Background: an optimization exercise with open tools, aiming at small area. Do not read the settings as production practice. The RTL was checked by simulation tests, not by an equivalence proof against the original design. Power figures rest on the tool's default switching activity, not on a simulated workload.

## flow/config.mk

```make
export PLATFORM = sky130hd
export DESIGN_NAME = top
export DESIGN_NICKNAME = top
export VERILOG_FILES = /design/flow/design.v
export SDC_FILE = /design/flow/constraint.sdc
export NUM_CORES = 4
export LEC_CHECK = 0
export CAP_MARGIN = 20
export CORE_MARGIN = 2
export CORE_UTILIZATION = 40
export SLEW_MARGIN = 20
```

## flow/constraint.sdc

```tcl
create_clock -name core_clock -period 40.0 [get_ports {clk}]
set_input_delay 8.0000 -clock core_clock [delete_from_list [all_inputs] [get_ports {clk}]]
set_output_delay 8.0000 -clock core_clock [all_outputs]
set_load 0.01 [all_outputs]
```

## flow/design.v

```verilog
module clk_div(
	input clk_25M, reset,
	output reg clk_12_5M, clk_100k, clk_10k, clk_1k, clk_1s, clk_h, clk_step, clk_led,
	output tick_100k, tick_1k, tick_1s, tick_step
);
reg [7:0]	c1;
reg [11:0] c2;
reg [14:0] c3;
reg [25:0] c4;
reg [17:0] c5;
reg [16:0] c6;
reg [23:0] c7;
assign tick_100k = (c1 >= 8'd124) & ~clk_100k;
assign tick_1k   = (c3 >= 15'd12499) & ~clk_1k;
assign tick_1s   = (c4 >= 25'd12499999) & ~clk_1s;
assign tick_step = (c6 >= 17'd62499) & ~clk_step;
always@(posedge clk_25M or negedge reset) begin
	if(reset == 1'b0)
		begin
			c1 <= 0;	c2 <= 0;	c3 <= 0;	c4 <= 0;	c5 <= 0;	c6 <= 0;	c7 <= 0;
			clk_12_5M <= 0;	clk_100k <= 0;	clk_10k <= 0;	clk_1k <= 0;
			clk_1s <= 0;	clk_h <= 0;	clk_step <= 0;	clk_led <= 0;
		end
	else begin
		clk_12_5M <= ~clk_12_5M;
		if(c1 >= 8'd124)
			begin
				clk_100k <= ~clk_100k;
				c1 <= 0;
		end
		else c1 <= c1 + 1'b1;
		if(c2 >= 12'd1249)
			begin
				clk_10k <= ~clk_10k;
				c2 <= 0;
		end
		else c2 <= c2 + 1'b1;
		if(c3 >= 15'd12499)
			begin
				clk_1k <= ~clk_1k;
				c3 <= 0;
		end
		else c3 <= c3 + 1'b1;
		if(c4 >= 25'd12499999)
			begin
				clk_1s <= ~clk_1s;
				c4 <= 0;
		end
		else c4 <= c4 + 1'b1;
		if(c5 >= 18'd124999)
			begin
				clk_h <= ~clk_h;
				c5 <= 0;
		end
		else c5 <= c5 + 1'b1;
		if(c6 >= 17'd62499)
			begin
				clk_step <= ~clk_step;
				c6 <= 0;
		end
		else c6 <= c6 + 1'b1;
		if(c7 >= 24'd6249999)
			begin
				clk_led <= ~clk_led;
				c7 <= 0;
		end
		else c7 <= c7 + 1'b1;
	end	 
end
endmodule
module segment_decode(
	input clk, en, reset,
	input [3:0] data,
	output reg [7:0] seg_data
);
	always@(posedge clk or negedge reset) begin
		if(~reset) begin
			seg_data<=0;
		end
		else if(en) begin
			case(data)
				4'd0 : seg_data<=8'b0011_1111;  
				4'd1 : seg_data<=8'b0000_0110;
				4'd2 : seg_data<=8'b0101_1011;
				4'd3 : seg_data<=8'b0100_1111;
				4'd4 : seg_data<=8'b0110_0110;
				4'd5 : seg_data<=8'b0110_1101;
				4'd6 : seg_data<=8'b0111_1101;
				4'd7 : seg_data<=8'b0010_0111;
				4'd8 : seg_data<=8'b0111_1111;
				4'd9 : seg_data<=8'b0110_0111;
				default: seg_data<=seg_data;
			endcase
		end
	end
endmodule
module segment_clock(
	input clk, en_1k, reset,
	input key,key_1,key_2,key_3,key_4,	 
	output reg [15:0] led,
	output reg [7:0] seg_data, seg_com
);
	reg carry_1s, carry_10s, carry_1m, carry_10m, carry_1h, carry_10h, carry_1d;
	reg [3:0] c_1w, c_1s, c_1m, c_1h, c_1d;
	reg [3:0] c_10w, c_10s, c_10m, c_10h, c_10d;
	reg [2:0] sel_count;
	wire [3:0] cnt;
	wire rise_1s, rise_10s, rise_1m;
	assign rise_1s  = en_1k && key && (c_1s >= 9) && !carry_1s;
	assign rise_10s = rise_1s && (c_10s >= 5) && !carry_10s;
	assign rise_1m  = rise_10s && (c_1m >= 9) && !carry_1m;
	always@(posedge clk or negedge reset) begin
		if(~reset) begin
			seg_com <= 0; sel_count <= 3'd0;
			end  
		else if(en_1k) begin
			sel_count <= sel_count + 1;
			case(sel_count)
				3'b000   : seg_com<=8'b1111_1110;
				3'b001   : seg_com<=8'b1111_1101;
				3'b010   : seg_com<=8'b1111_1011;
				3'b011   : seg_com<=8'b1111_0111;
				3'b100   : seg_com<=8'b1110_1111;
				3'b101   : seg_com<=8'b1101_1111;
				3'b110 	 : seg_com<=8'b1011_1111;
				3'b111   : seg_com<=8'b0111_1111;
				default  : seg_com<=0;
			endcase
		end   
	end  
wire [7:0] seg_data_0, seg_data_1, seg_data_2, seg_data_3,
		   seg_data_4, seg_data_5, seg_data_6, seg_data_7;
segment_decode seg7(.clk(clk), .en(en_1k), .reset(reset), .data(c_10d), .seg_data(seg_data_7));
segment_decode seg6(.clk(clk), .en(en_1k), .reset(reset), .data(c_1d ), .seg_data(seg_data_6));
segment_decode seg5(.clk(clk), .en(en_1k), .reset(reset), .data(c_10h), .seg_data(seg_data_5));
segment_decode seg4(.clk(clk), .en(en_1k), .reset(reset), .data(c_1h ), .seg_data(seg_data_4));
segment_decode seg3(.clk(clk), .en(en_1k), .reset(reset), .data(c_10m), .seg_data(seg_data_3));
segment_decode seg2(.clk(clk), .en(en_1k), .reset(reset), .data(c_1m ), .seg_data(seg_data_2));
segment_decode seg1(.clk(clk), .en(en_1k), .reset(reset), .data(c_10s), .seg_data(seg_data_1));
segment_decode seg0(.clk(clk), .en(en_1k), .reset(reset), .data(c_1s ), .seg_data(seg_data_0));
always@(posedge clk or negedge reset) begin
		if(~reset) begin
			seg_data<=8'd0;
		end  
		else if(en_1k) begin
			case(sel_count)
				3'b000  : seg_data<=seg_data_0;
				3'b001  : seg_data<=seg_data_1;
				3'b010  : seg_data<=seg_data_2;
				3'b011  : seg_data<=seg_data_3;
				3'b100  : seg_data<=seg_data_4;
				3'b101  : seg_data<=seg_data_5;
				3'b110  : seg_data<=seg_data_6;
				3'b111  : seg_data<=seg_data_7;
				default : seg_data<=seg_data;
			endcase
		end  
	end  
always@(posedge clk or negedge reset) begin
	if(~reset) begin
		c_1s  	<= 0;
		carry_1s <= 0;
	end  
	else if(en_1k && key) begin
		if(c_1s >= 9) begin
			c_1s  	<= 0;
			carry_1s <= carry_1s + 1;
		end  
		else begin
			c_1s 		<= c_1s + 1;
			carry_1s <= 0;
		end  
	end  
end 
always@(posedge clk or negedge reset) begin
	if(~reset) begin
		c_10s		 <= 0;
		carry_10s <= 0;
	end  
	else if(rise_1s) begin
		if(c_10s >= 5) begin
			c_10s 	 <= 0;
			carry_10s <= carry_10s + 1;
		end  
		else begin
			c_10s 	 <= c_10s + 1;
			carry_10s <= 0;
		end  
	end  
end  
always@(posedge clk or negedge reset) begin
	if(~reset) begin
		c_1m 		<= 0;
		carry_1m <= 0;
	end  
	else if(rise_10s) begin
		if(c_1m >= 9) begin
			c_1m 		<= 0;
			carry_1m <= carry_1m + 1;
		end  
		else begin
			c_1m		<= c_1m + 1;
			carry_1m <= 0;
		end  
	end  
end  
always@(posedge clk or negedge reset) begin
	if(~reset) begin
		c_10m 	 <= 0;
		carry_10m <= 0;
	end  
	else if(rise_1m) begin
		if(c_10m >= 9) begin
			c_10m 	 <= 0;
		end  
		else begin
			c_10m 	 <= c_10m + 1;
		end  
	end  
end  
always@(posedge clk or negedge reset) begin
	if(~reset) begin
		c_1h		<= 0;
		carry_1h <= 0;
	end  
	else if(key_1) begin
		if(c_10h  >= 9) begin
			c_1h 		<= 0;
			carry_1h <= carry_1h + 1;
		end  
		else if(c_10h >= 9) begin
			c_1h 		<= 0;
			carry_1h <= carry_1h + 1;
		end  
		else begin
			c_1h 		<= c_1h + 1;
			carry_1h <= 0;
		end
	end  
 end  
always@(posedge clk or negedge reset) begin
	if(~reset) begin
		c_10h 	 <= 0;
		carry_10h <= 0;
	end  
	else if(key_2) begin
		if(c_10h >= 9) begin
			c_10h 	 <= 0;
			carry_10h <= carry_10h + 1;
		end  
		else begin
			c_10h <= c_10h + 1;
			carry_10h <= 0;
		end  
	end  
end  
always@(posedge clk or negedge reset) begin
	if(~reset) begin
		c_1d 		<= 0;
		carry_1d <= 0;
	end  
	else if(key_3) begin
		if(c_1d >= 9) begin
			c_1d <= 0;
			carry_1d <= carry_1d + 1;
		end  
		else begin
			c_1d <= c_1d + 1;
			carry_1d <= 0;
		end  
	end  
end  
always@(posedge clk or negedge reset) begin
	if(~reset) begin
		c_10d <= 0;
	end  
	else if(key_4) begin
		if(c_10d >= 9) begin
			c_10d <= 0;
		end  
		else begin
			c_10d <= c_10d + 1;
		end  
	end  
end  
always@(posedge clk or negedge reset)begin
	if(~reset) begin
		led <= 16'b0000_0000_0000_0000;
	end
	else if(!en_1k) ;
	else if(c_1s == c_1h && c_10s == c_10h && c_1m == c_1d && c_10m == c_10d)begin
		led <= 16'b1111_1111_1111_1111;
	end
	else if(c_1s == c_1h && c_10s == c_10h && c_1m == c_1d && c_10m != c_10d)begin
		led <= 16'b0011_1111_0011_1111;
	end
	else if(c_1s == c_1h && c_10s == c_10h && c_1m != c_1d && c_10m == c_10d)begin
		led <= 16'b1100_1111_1100_1111;
	end
	else if(c_1s == c_1h && c_10s != c_10h && c_1m == c_1d && c_10m == c_10d)begin
		led <= 16'b1111_0011_1111_0011;
	end
	else if(c_1s != c_1h && c_10s == c_10h && c_1m == c_1d && c_10m == c_10d)begin
		led <= 16'b1111_1100_1111_1100;
	end
	else if(c_1s == c_1h && c_10s == c_10h && c_1m != c_1d && c_10m != c_10d)begin
		led <= 16'b0000_1111_0000_1111;
	end	
	else if(c_1s == c_1h && c_10s != c_10h && c_1m == c_1d && c_10m != c_10d)begin
		led <= 16'b0011_0011_0011_0011;
	end
	else if(c_1s != c_1h && c_10s == c_10h && c_1m == c_1d && c_10m != c_10d)begin
		led <= 16'b0011_1100_0011_1100;
	end	
	else if(c_1s == c_1h && c_10s != c_10h && c_1m != c_1d && c_10m == c_10d)begin
		led <= 16'b1100_0011_1100_0011;
	end
	else if(c_1s != c_1h && c_10s == c_10h && c_1m != c_1d && c_10m == c_10d)begin
		led <= 16'b1100_1100_1100_1100;
	end	
	else if(c_1s != c_1h && c_10s != c_10h && c_1m == c_1d && c_10m == c_10d)begin
		led <= 16'b1111_0000_1111_0000;
	end	
	else if(c_1s == c_1h && c_10s != c_10h && c_1m != c_1d && c_10m != c_10d)begin
		led <= 16'b0000_0011_0000_0011;
	end
	else if(c_1s != c_1h && c_10s == c_10h && c_1m != c_1d && c_10m != c_10d)begin
		led <= 16'b0000_1100_0000_1100;
	end	
	else if(c_1s != c_1h && c_10s != c_10h && c_1m == c_1d && c_10m != c_10d)begin
		led <= 16'b0011_0000_0011_0000;
	end	
	else if(c_1s != c_1h && c_10s != c_10h && c_1m != c_1d && c_10m == c_10d)begin
		led <= 16'b1100_0000_1100_0000;
	end	
	else begin
	led <= 16'b0000_0000_0000_0000;
	end
end
endmodule
module dot_matrix(
	input clk, en, en_1s, reset,
	output reg [13:0] dot_row,
	output reg [9:0] dot_col
);
	reg [3:0] sel_count;
	reg [3:0] count;
	reg [13:0] temp;
	reg [13:0] dot_data_0, dot_data_1, dot_data_2, dot_data_3, dot_data_4, dot_data_5, dot_data_6, dot_data_7, dot_data_8, dot_data_9;
always@(posedge clk or negedge reset) begin
	if(reset == 1'b0) begin
		dot_col <= 0;
		sel_count <= 0;
	end
	else if(en) begin
		if(sel_count >= 9)
			sel_count <= 0;
		else
			sel_count <= sel_count + 1;
		case(sel_count)
			4'd0 : dot_col<=10'b10_0000_0000;
			4'd1 : dot_col<=10'b01_0000_0000;
			4'd2 : dot_col<=10'b00_1000_0000;
			4'd3 : dot_col<=10'b00_0100_0000;
			4'd4 : dot_col<=10'b00_0010_0000;
			4'd5 : dot_col<=10'b00_0001_0000;
			4'd6 : dot_col<=10'b00_0000_1000;
			4'd7 : dot_col<=10'b00_0000_0100;
			4'd8 : dot_col<=10'b00_0000_0010;
			4'd9 : dot_col<=10'b00_0000_0001;
			default: dot_col<=0;
		endcase
	end
end
always@(posedge clk or negedge reset) begin
	if(reset == 1'b0) begin
		dot_data_9 <= 14'b00_0000_0001_0000;	
		dot_data_8 <= 14'b00_0000_0001_1000;	
		dot_data_7 <= 14'b00_0000_0001_1100;	
		dot_data_6 <= 14'b11_1111_1111_1110;	
		dot_data_5 <= 14'b11_1111_1111_1111;	
		dot_data_4 <= 14'b11_1111_1111_1111;
		dot_data_3 <= 14'b11_1111_1111_1110;
		dot_data_2 <= 14'b00_0000_0001_1100;
		dot_data_1 <= 14'b00_0000_0001_1000;
		dot_data_0 <= 14'b00_0000_0001_0000;
		temp <= 0;
	end
end
always@(posedge clk or negedge reset) begin
	if(reset == 1'b0) begin
		dot_row <= 0;
	end
	else if(en) begin
		case(sel_count)
			4'd0 : dot_row <= dot_data_0;
			4'd1 : dot_row <= dot_data_1;
			4'd2 : dot_row <= dot_data_2;
			4'd3 : dot_row <= dot_data_3;
			4'd4 : dot_row <= dot_data_4;
			4'd5 : dot_row <= dot_data_5;
			4'd6 : dot_row <= dot_data_6;
			4'd7 : dot_row <= dot_data_7;
			4'd8 : dot_row <= dot_data_8;
			4'd9 : dot_row <= dot_data_9;
			default : dot_row <= 0;
		endcase
	end
end
endmodule
module step_motor(
	input clk, en, reset, sw,
	output reg [3:0] step_motor
);
reg [2:0] count;
reg switch, temp;
always@(posedge clk or negedge reset) begin
	if(reset == 1'b0) begin
		count <= 0;
		step_motor <= 0;
		switch <= 0;
	end
	else if(en) begin
		if(switch == 0) begin
			count <= count +1;
		end
		else count <= count;
		case(count)
			3'd0 : step_motor <= 4'b1000;
			3'd1 : step_motor <= 4'b1100;
			3'd2 : step_motor <= 4'b0100;
			3'd3 : step_motor <= 4'b0110;
			3'd4 : step_motor <= 4'b0010;
			3'd5 : step_motor <= 4'b0011;
			3'd6 : step_motor <= 4'b0001;
			3'd7 : step_motor <= 4'b1001;
		endcase
	end
end
endmodule
module text_lcd(
	input clk, en, clk_1k, reset,
	output lcd_en,
	output reg lcd_rs, lcd_rw,
	output reg [7:0] lcd_data
);
reg [9:0] count, shift_count;
reg [2:0] state;
parameter [2:0] delay		= 3'b000,
	        function_set		= 3'b001,
	        disp_on_off		= 3'b010,
	        entry_mode_set	= 3'b011,
	        Fline		= 3'b100,
	        Sline		= 3'b101;
assign lcd_en = clk_1k;
always@(posedge clk or negedge reset) begin
	if(reset == 1'b0) begin
		state <= delay;
		count <= 0;
	end
	else if(en)
		case(state)
			delay		: if(count == 10'd70) begin
						state <= function_set;
						count <= 0;
					end
					else count <= count +1;
			function_set	: if(count == 10'd30) begin
						state <= disp_on_off;
						count <= 0;
					end
					else count <= count +1;
			disp_on_off	: if(count == 10'd30) begin
						state <= entry_mode_set;
						count <= 0;
					end
					else count <= count +1;
			entry_mode_set	: if(count == 10'd30) begin
						state <= Fline;
						count <= 0;
					end
					else count <= count +1;
			Fline		: if(count == 10'd16) begin
						state <= Sline;
						count <= 0;
					end
					else count <= count +1;
			Sline		: if(count == 10'd16) begin
						count <= 0;
					end
					else count <= count +1;
			default	: ;
			endcase
end
always@(posedge clk or negedge reset) begin
	if(reset == 1'b0) begin
		lcd_rs <= 1; lcd_rw <= 1;
		lcd_data <= 8'b0000_0000;
		shift_count <= 0;
	end
	else if(en) begin
		shift_count <= shift_count +1;
		case(state)
			delay		: begin lcd_rs <= 0; lcd_rw <= 0; lcd_data <= 8'b0000_0000; end
			function_set	: begin lcd_rs <= 0; lcd_rw <= 0; lcd_data <= 8'b0011_1000; end
			disp_on_off	: begin lcd_rs <= 0; lcd_rw <= 0; lcd_data <= 8'b0000_1111; end
			entry_mode_set	: begin lcd_rs <= 0; lcd_rw <= 0; lcd_data <= 8'b0000_0110; end
			Fline		: begin
				lcd_rw <= 0;
					case(count)
						0  : begin lcd_rs <= 0; lcd_data <= 8'd128; end	 
						1  : begin lcd_rs <= 1; lcd_data <= 8'd83; end	  
						2  : begin lcd_rs <= 1; lcd_data <= 8'd84; end	  
						3  : begin lcd_rs <= 1; lcd_data <= 8'd79; end	  
						4  : begin lcd_rs <= 1; lcd_data <= 8'd80; end	  
						5  : begin lcd_rs <= 1; lcd_data <= 8'd87; end	  
						6  : begin lcd_rs <= 1; lcd_data <= 8'd65; end	  
						7  : begin lcd_rs <= 1; lcd_data <= 8'd84; end	  
						8  : begin lcd_rs <= 1; lcd_data <= 8'd67; end	  
						9  : begin lcd_rs <= 1; lcd_data <= 8'd72; end	  
						10 : begin lcd_rs <= 1; lcd_data <= 8'd32; end	  
						default	: ;
					endcase
				end
			Sline		: begin
				lcd_rw <= 0;
					case(count)
						0  : begin lcd_rs <= 0; lcd_data <= 8'd192; end	 
						1  : begin lcd_rs <= 1; lcd_data <= 8'd71; end	 
						2  : begin lcd_rs <= 1; lcd_data <= 8'd65; end	 
						3  : begin lcd_rs <= 1; lcd_data <= 8'd77; end	 
						4  : begin lcd_rs <= 1; lcd_data <= 8'd69; end	 
						5 : begin lcd_rs <= 1; lcd_data <= 8'd32; end	  
						default	: ;
					endcase
				end
		endcase
	end
end
endmodule
module key_pad(
	input clk, en, reset,
	input [3:0] key_pad_row,
	output reg [2:0] key_pad_col,
	output reg [11:0] key,	 
	output [11:0] key_rise	 
);
reg [1:0] count;
reg [11:0] key_n;
always@(*) begin
	key_n = key;
	case(key_pad_row)
		4'b0001 : begin
			if(count == 0) key_n[0] = 1;
			else if (count == 1) key_n[1] = 1;
			else if (count == 2) key_n[2] = 1;
			else;
		end
		4'b0010 : begin
			if(count == 0) key_n[3] = 1;
			else if (count == 1) key_n[4] = 1;
			else if (count == 2) key_n[5] = 1;
			else;
		end
		4'b0100 : begin
			if(count == 0) key_n[6] = 1;
			else if (count == 1) key_n[7] = 1;
			else if (count == 2) key_n[8] = 1;
			else;
		end
		4'b1000 : begin
			if(count == 0) key_n[9] = 1;
			else if (count == 1) key_n[10] = 1;
			else if (count == 2) key_n[11] = 1;
			else;
		end
		4'b0000 : begin
			if(count==0) begin key_n[0] =0; key_n[3] = 0; key_n[6] = 0; key_n[9] = 0; end
			else;
			if(count==1) begin key_n[1] =0; key_n[4] = 0; key_n[7] = 0; key_n[10] = 0; end
			else;
			if(count==2) begin key_n[2] =0; key_n[5] = 0; key_n[8] = 0; key_n[11] = 0; end
			else;
		end
		default	: ;
	endcase
end
assign key_rise = {12{en}} & key_n & ~key;
always@(posedge clk or negedge reset) begin
	if(reset == 1'b0) begin
		count <= 0;
		key_pad_col <= 0;
		key <= 0;
	end
	else if(en) begin
		if(count >= 2)
			count <= 0;
		else count <= count +1;
		case(count)
			2'd0	: key_pad_col <= 3'b001;
			2'd1	: key_pad_col <= 3'b010;
			2'd2	: key_pad_col <= 3'b100;
			default	: key_pad_col <= 3'b000;
		endcase
		key <= key_n;
	end
end
endmodule
module piezo(
	input clk, en, reset,
	input [11:0] sw2,
	output reg W1_piezo
);
	reg [8:0] cnt1;
	wire [8:0] cnt;
	assign cnt =
		   (sw2==12'b000_000_000_010)? 171:
		   (sw2==12'b000_000_000_100)? 152:
		   (sw2==12'b000_000_001_000)? 143:
		   (sw2==12'b000_000_010_000)? 128:
		   (sw2==12'b000_000_100_000)? 114:
		   (sw2==12'b000_001_000_000)? 101:
		   (sw2==12'b000_010_000_000)? 96:
		   (sw2==12'b000_100_000_000)? 85:
		   (sw2==12'b001_000_000_000)? 76:
		   (sw2==12'b010_000_000_000)? 72:
		   (sw2==12'b100_000_000_000)? 64:0;
	always@(posedge clk or negedge reset) begin
		if(reset==1'b0) begin
			cnt1<=0;
			W1_piezo<=0;
		end
		else if(en) begin
			if(cnt1 >= cnt) begin
				W1_piezo <= ~W1_piezo;
				cnt1 <= 0;
			end
			else cnt1 <= cnt1+1;
		end
	end
endmodule
module top(
	input clk, push_0, push_1, rst,
	input [3:0] key_pad_row,
	output [2:0] key_pad_col,
	output [7:0] seg_data, seg_com, lcd_data,
	output [9:0] dot_col,
	output [13:0] dot_row,
	output [3:0] step_motor,
	output [15:0] led,
	output W1_piezo,
	output lcd_rs, lcd_rw, lcd_en
);
	reg count;
	wire reset;
	assign reset = rst;
	wire clk_12_5M, clk_100k, clk_10k, clk_1k, clk_1s, clk_h, clk_step, clk_led;
	wire tick_100k, tick_1k, tick_1s, tick_step;
	wire [11:0] key, key_rise;
	clk_div u1(.clk_25M(clk), .reset(reset), .clk_12_5M(clk_12_5M), .clk_100k(clk_100k),
			.clk_10k(clk_10k), .clk_1k(clk_1k), .clk_1s(clk_1s), .clk_h(clk_h),
			.clk_step(clk_step), .clk_led(clk_led),
			.tick_100k(tick_100k), .tick_1k(tick_1k), .tick_1s(tick_1s), .tick_step(tick_step));
	segment_clock u2(.clk(clk), .en_1k(tick_1k), .reset(reset), .led(led), .key(key[0]),.key_1(key_rise[1]), .key_2(key_rise[4]), .key_3(key_rise[7]), .key_4(key_rise[10]), .seg_data(seg_data), .seg_com(seg_com));
	dot_matrix u3(.clk(clk), .en(tick_1k), .en_1s(tick_1s), .reset(reset), .dot_row(dot_row), .dot_col(dot_col));
	step_motor u4(.clk(clk), .en(tick_step), .reset(reset), .sw(key[1]), .step_motor(step_motor));
	text_lcd u5(.clk(clk), .en(tick_1k), .clk_1k(clk_1k), .reset(reset), .lcd_en(lcd_en), .lcd_rs(lcd_rs), .lcd_rw(lcd_rw), .lcd_data(lcd_data) );
	key_pad u7(.clk(clk), .en(tick_1k), .reset(reset), .key_pad_row(key_pad_row), .key_pad_col(key_pad_col), .key(key), .key_rise(key_rise));
	piezo u8(.clk(clk), .en(tick_100k), .reset(reset), .sw2(key), .W1_piezo(W1_piezo));
endmodule
```

## flow/run.sh

```bash
#!/bin/bash
# synth_recipe.tcl (not shown) runs the flow's synth.tcl, then flattens the netlist and writes it again
# the make line also repeats each setting of config.mk as NAME=value (left out here)
make -C /OpenROAD-flow-scripts/flow DESIGN_CONFIG=/design/flow/config.mk WORK_HOME=/design/flow/orfs CLKGATE_MAP_FILE= SYNTH_SCRIPT=/design/flow/synth_recipe.tcl finish
```

==> results_dict.tcl <==
set metrics [dict create \
    status "complete, no violations" \
    end_kind "flop" \
    dr.first_iter.drc_count 796 \
    switching_share_pct 36.8 \
    syn_area_sq_mm 0.0135 \
    grt_pass1_vias 9860 \
    fin_nets 1545 \
    yosys.area.top_type "dfrtp_1" \
    cts_sinks 230 \
    numCtsBuffers 27 \
    min_to "u3.dot_col[6]$_DFFE_PN0P_" \
    rrSetupSlack_ns 36.55 \
    root_buffer "clkbuf_16" \
    synthTopCellsByArea "dfrtp_1 (42%), ha_1 (6.0%), mux2_2 (5.7%), nor2_1 (4.6%), o21ai_0 (4.0%)" \
    hold_start "u3.dot_col[6]$_DFFE_PN0P_" \
    hold_depth 2 \
    pre_cts_slack_ns 29.41 \
    dieArea_sq_mm 0.0352 \
    syn_avg_cell_area_sq_um 9.23 \
    cts_resized 0 \
    grt_pass1_wl_um 50500 \
    max-cap-violations 0 \
    multi_input_area_sq_mm 0.00702 \
    cp.arrival_ns 10.46 \
    pwr-share-seq_pct 37.6 \
    r2r-end "u2.c_10m[3]$_DFFE_PN0P_" \
    viasPerCell 5.42 \
    crit_fanout 8 \
    yosysTopAreaCellShare_pct 42.3 \
    min_path_type "reg -> reg" \
    antenna_cells 0 \
    synth_ff_type "dfrtp_1" \
    vdd_drop_max_mv 0.0348 \
    cts_setup_buffers 0 \
    skew_ns 0.0221 \
    vias 10523 \
    start_util_pct 40.5 \
    htreeDepth 1 \
    worst-r2r-cell-count 8 \
    switching_power_mw 0.347 \
    grt_max_degree 87 \
    dp_hpwl_um 20500 \
    finalHoldViolations 0 \
    min_period_over_period_pct 25.1 \
    max-slew-margin-rel_pct 30.0 \
    clk_pin_slew_ns 0.06 \
    p_per_area_mw_per_mm2 61.4 \
    seq_area_sq_mm 0.00576 \
    synthArstFlopShare_pct 100 \
    worstReg2RegStart "u2.c_1s[1]$_DFFE_PN0P_" \
    wl_per_cell_um 15.2 \
    ys_warn_count 8 \
    area_growth_pct 13.8 \
    clkPwrFrac_pct 26.6 \
    core_sq_mm 0.0334 \
    syn_inst 1463 \
    timing.fmax_mhz 99.5 \
    ys_ff_latch 230 \
    worst_pin_slew_ns 1.03 \
    tritoncts "done" \
    grt-ovfl-total 0 \
    cp-start-kind "input pin" \
    power.leakage_nw 6.33 \
    grt_usage_pct 16.9 \
    seq_area_frac_synth_pct 42.7 \
    setup_viol 0 \
    fin_crit_ns 10.05 \
    setup_slack_ns 29.95 \
    detail-route-antenna-nets 0 \
    final_layout_size_suffix_gt1_share_pct 9.92 \
    maxSlewViolCount 0 \
    cp.required_ns 40.42 \
    intPower_mw 0.597 \
    clockBufferDepth 3 \
    postCtsHoldBufs 0 \
    antenna_found_initial 0 \
    pin_count 83 \
    core.rowCount 67 \
    wl_um 29600 \
    combPwrFrac_pct 35.8 \
    finalSetupTns_ns 0 \
    synth-edff-count 0 \
    first_pass_iters 5 \
    finalWeightedCongestion 0.835 \
    rsz0062_at_grt "no" \
    die_h_um 188 \
    drc 0 \
    portBuffers 79 \
    fillerInstances 3242 \
    yosysMostFrequentCell "dfrtp_1" \
    insertion_delay_ns 0.54 \
    die_x_um 188 \
    synth_cell_types 84 \
    synthTopCellsByCount "dfrtp_1 (228), nor2_1 (164), o21ai_0 (109), nand2_1 (104), inv_1 (72)" \
    worstSetupPathType "in -> reg" \
]
## layout by cell type, fill, tap and decap left out, drive strengths merged, types with 7 or more instances in the layout
cell	Yosys	routed
or3	9	9
ha	65	65
nor2b	13	13
or4	7	7
and2	7	7
nor3	37	37
a31oi	20	20
a2111oi	8	8
nand2b	21	21
and3	19	19
a222oi	8	8
mux2	69	69
mux2i	10	10
a211oi	8	8
a21o	10	10
a221oi	7	7
a21oi	63	63
dfrtp	228	228
clkbuf	67	37
nor3b	7	7
xor2	21	21
nand3b	11	11
o21ai	117	117
inv	72	72
nor2	164	164
a41oi	8	8
nand4	15	15
o22ai	14	14
nand3	48	48
o311ai	7	7
o31ai	16	16
nand2	106	106
a22o	11	11
xnor2	39	39
nor4	11	11
clkdlybuf4s50	0	78
## layer usage
| layer | global-route usage [%] | up-vias | wire length [um] |
|---|---|---|---|
| li1 | - | 5230 | - |
| met1 | 24.2 | 5084 | 14300 |
| met2 | 26.7 | 165 | 13500 |
| met3 | 2.23 | 44 | 1020 |
| met4 | 4.66 | 0 | 743 |
| met5 | 0 | - | 0 |
## sequential cells by signal (all words and copies together), names as in the netlist, 5 cells and up, named ones only
register,flops
u1.c1,8
u8.cnt1,9
u2.seg5.seg_data,7
u2.seg6.seg_data,7
u5.count,10
u1.c6,17
u7.key,5
u2.seg_data,7
u3.dot_col,10
u2.seg3.seg_data,7
u2.seg7.seg_data,7
u2.seg1.seg_data,7
u3.dot_row,5
u1.c3,15
u2.seg4.seg_data,7
u2.seg_com,8
u2.seg0.seg_data,7
u5.lcd_data,8
u2.seg2.seg_data,7
## cell type report
class | count | share of cell area (%)
Clock buffer | 37 | 5.23
Clock inverter | 12 | 0.823
Inverter | 72 | 1.76
Multi-Input combinational cell | 1058 | 45.7
Sequential cell | 230 | 37.5
Tap cell | 448 | 3.65
Timing Repair Buffer | 83 | 5.38
## how the worst max path moves through the flow
stage,slack [ns],endpoint,cells after the start,from
3_3_place_gp,29.44,u2.c_10d[2]$_DFFE_PN0P_,6,key_pad_row[0]
5_1_grt,29.88,u2.c_10d[2]$_DFFE_PN0P_,6,key_pad_row[0]
2_1_floorplan,30.34,u2.c_10d[2]$_DFFE_PN0P_,5,key_pad_row[1]
4_1_cts,29.97,u2.c_10d[2]$_DFFE_PN0P_,6,key_pad_row[0]
6_report,29.95,u2.c_10d[2]$_DFFE_PN0P_,6,key_pad_row[0]
3_5_place_dp,29.41,u2.c_10d[2]$_DFFE_PN0P_,6,key_pad_row[0]
## cells by family after synthesis
family	after synthesis	synth area share [%]
buffers and inverters	178	5.72
other	1	0.0278
adder cells (fa/ha/maj)	65	6.02
flip-flops	230	42.7
multiplexers	79	6.50
AND/OR/NAND/NOR	496	17.9
XOR/XNOR	60	3.89
AO/OA/AOI/OAI	354	17.3
## stage by stage
stage	cell area, sq um	instances	hold WS (ns)	utilization (%)	power (mW)
floorplan	13500	1466	0.423	-	0.585
global placement	14400	1891	0.443	43.2	0.688
detailed placement	14400	1891	0.446	43.2	0.697
CTS	15300	1940	0.458	46.0	0.953
global route	15400	1940	0.491	46.0	1.01
finish	15400	1940	0.462	46.0	0.944
## critical path: stages
cell,delay [ns]
clkdlybuf4s50_1,0.55
or3_1,0.47
or3b_2,0.54
a211oi_4,0.46
o21ai_0,0.17
a22o_1,0.26
## power groups by stage
stage                     Combinational, mW  Sequential [mW]  Clock [mW]
after detailed placement              0.338            0.359           0
after global routing                  0.381            0.366       0.268
after global placement                0.332            0.357           0
final                                 0.338            0.355       0.251
after floorplan                       0.251            0.334           0
after CTS                             0.340            0.355       0.259

[re-timing with driven ports]
No port has a modelled driver above. Below, the same layout with a new extraction and two added sets of constraints.
Step 1, drivers: a clkbuf_16 drives clk and a buf_2 each remaining input, both assumed.
Step 2 times the ports against the registers' clock, not the clock port: input delays grow and output delays shrink by t, the midpoint of the rising clock arrivals with the driver on.
Three values: ideal ports, drivers, drivers and shift; two values: the first two.
t, ns: 0.575
slack for setup (ns): 29.953 / 29.973 / 29.398
clock arrival spread, ns: 0.022 / 0.022
After both steps setup and hold are still met in this run. The setup slack of this run moves by +0.020 ns with the drivers and by -0.555 ns with both steps.
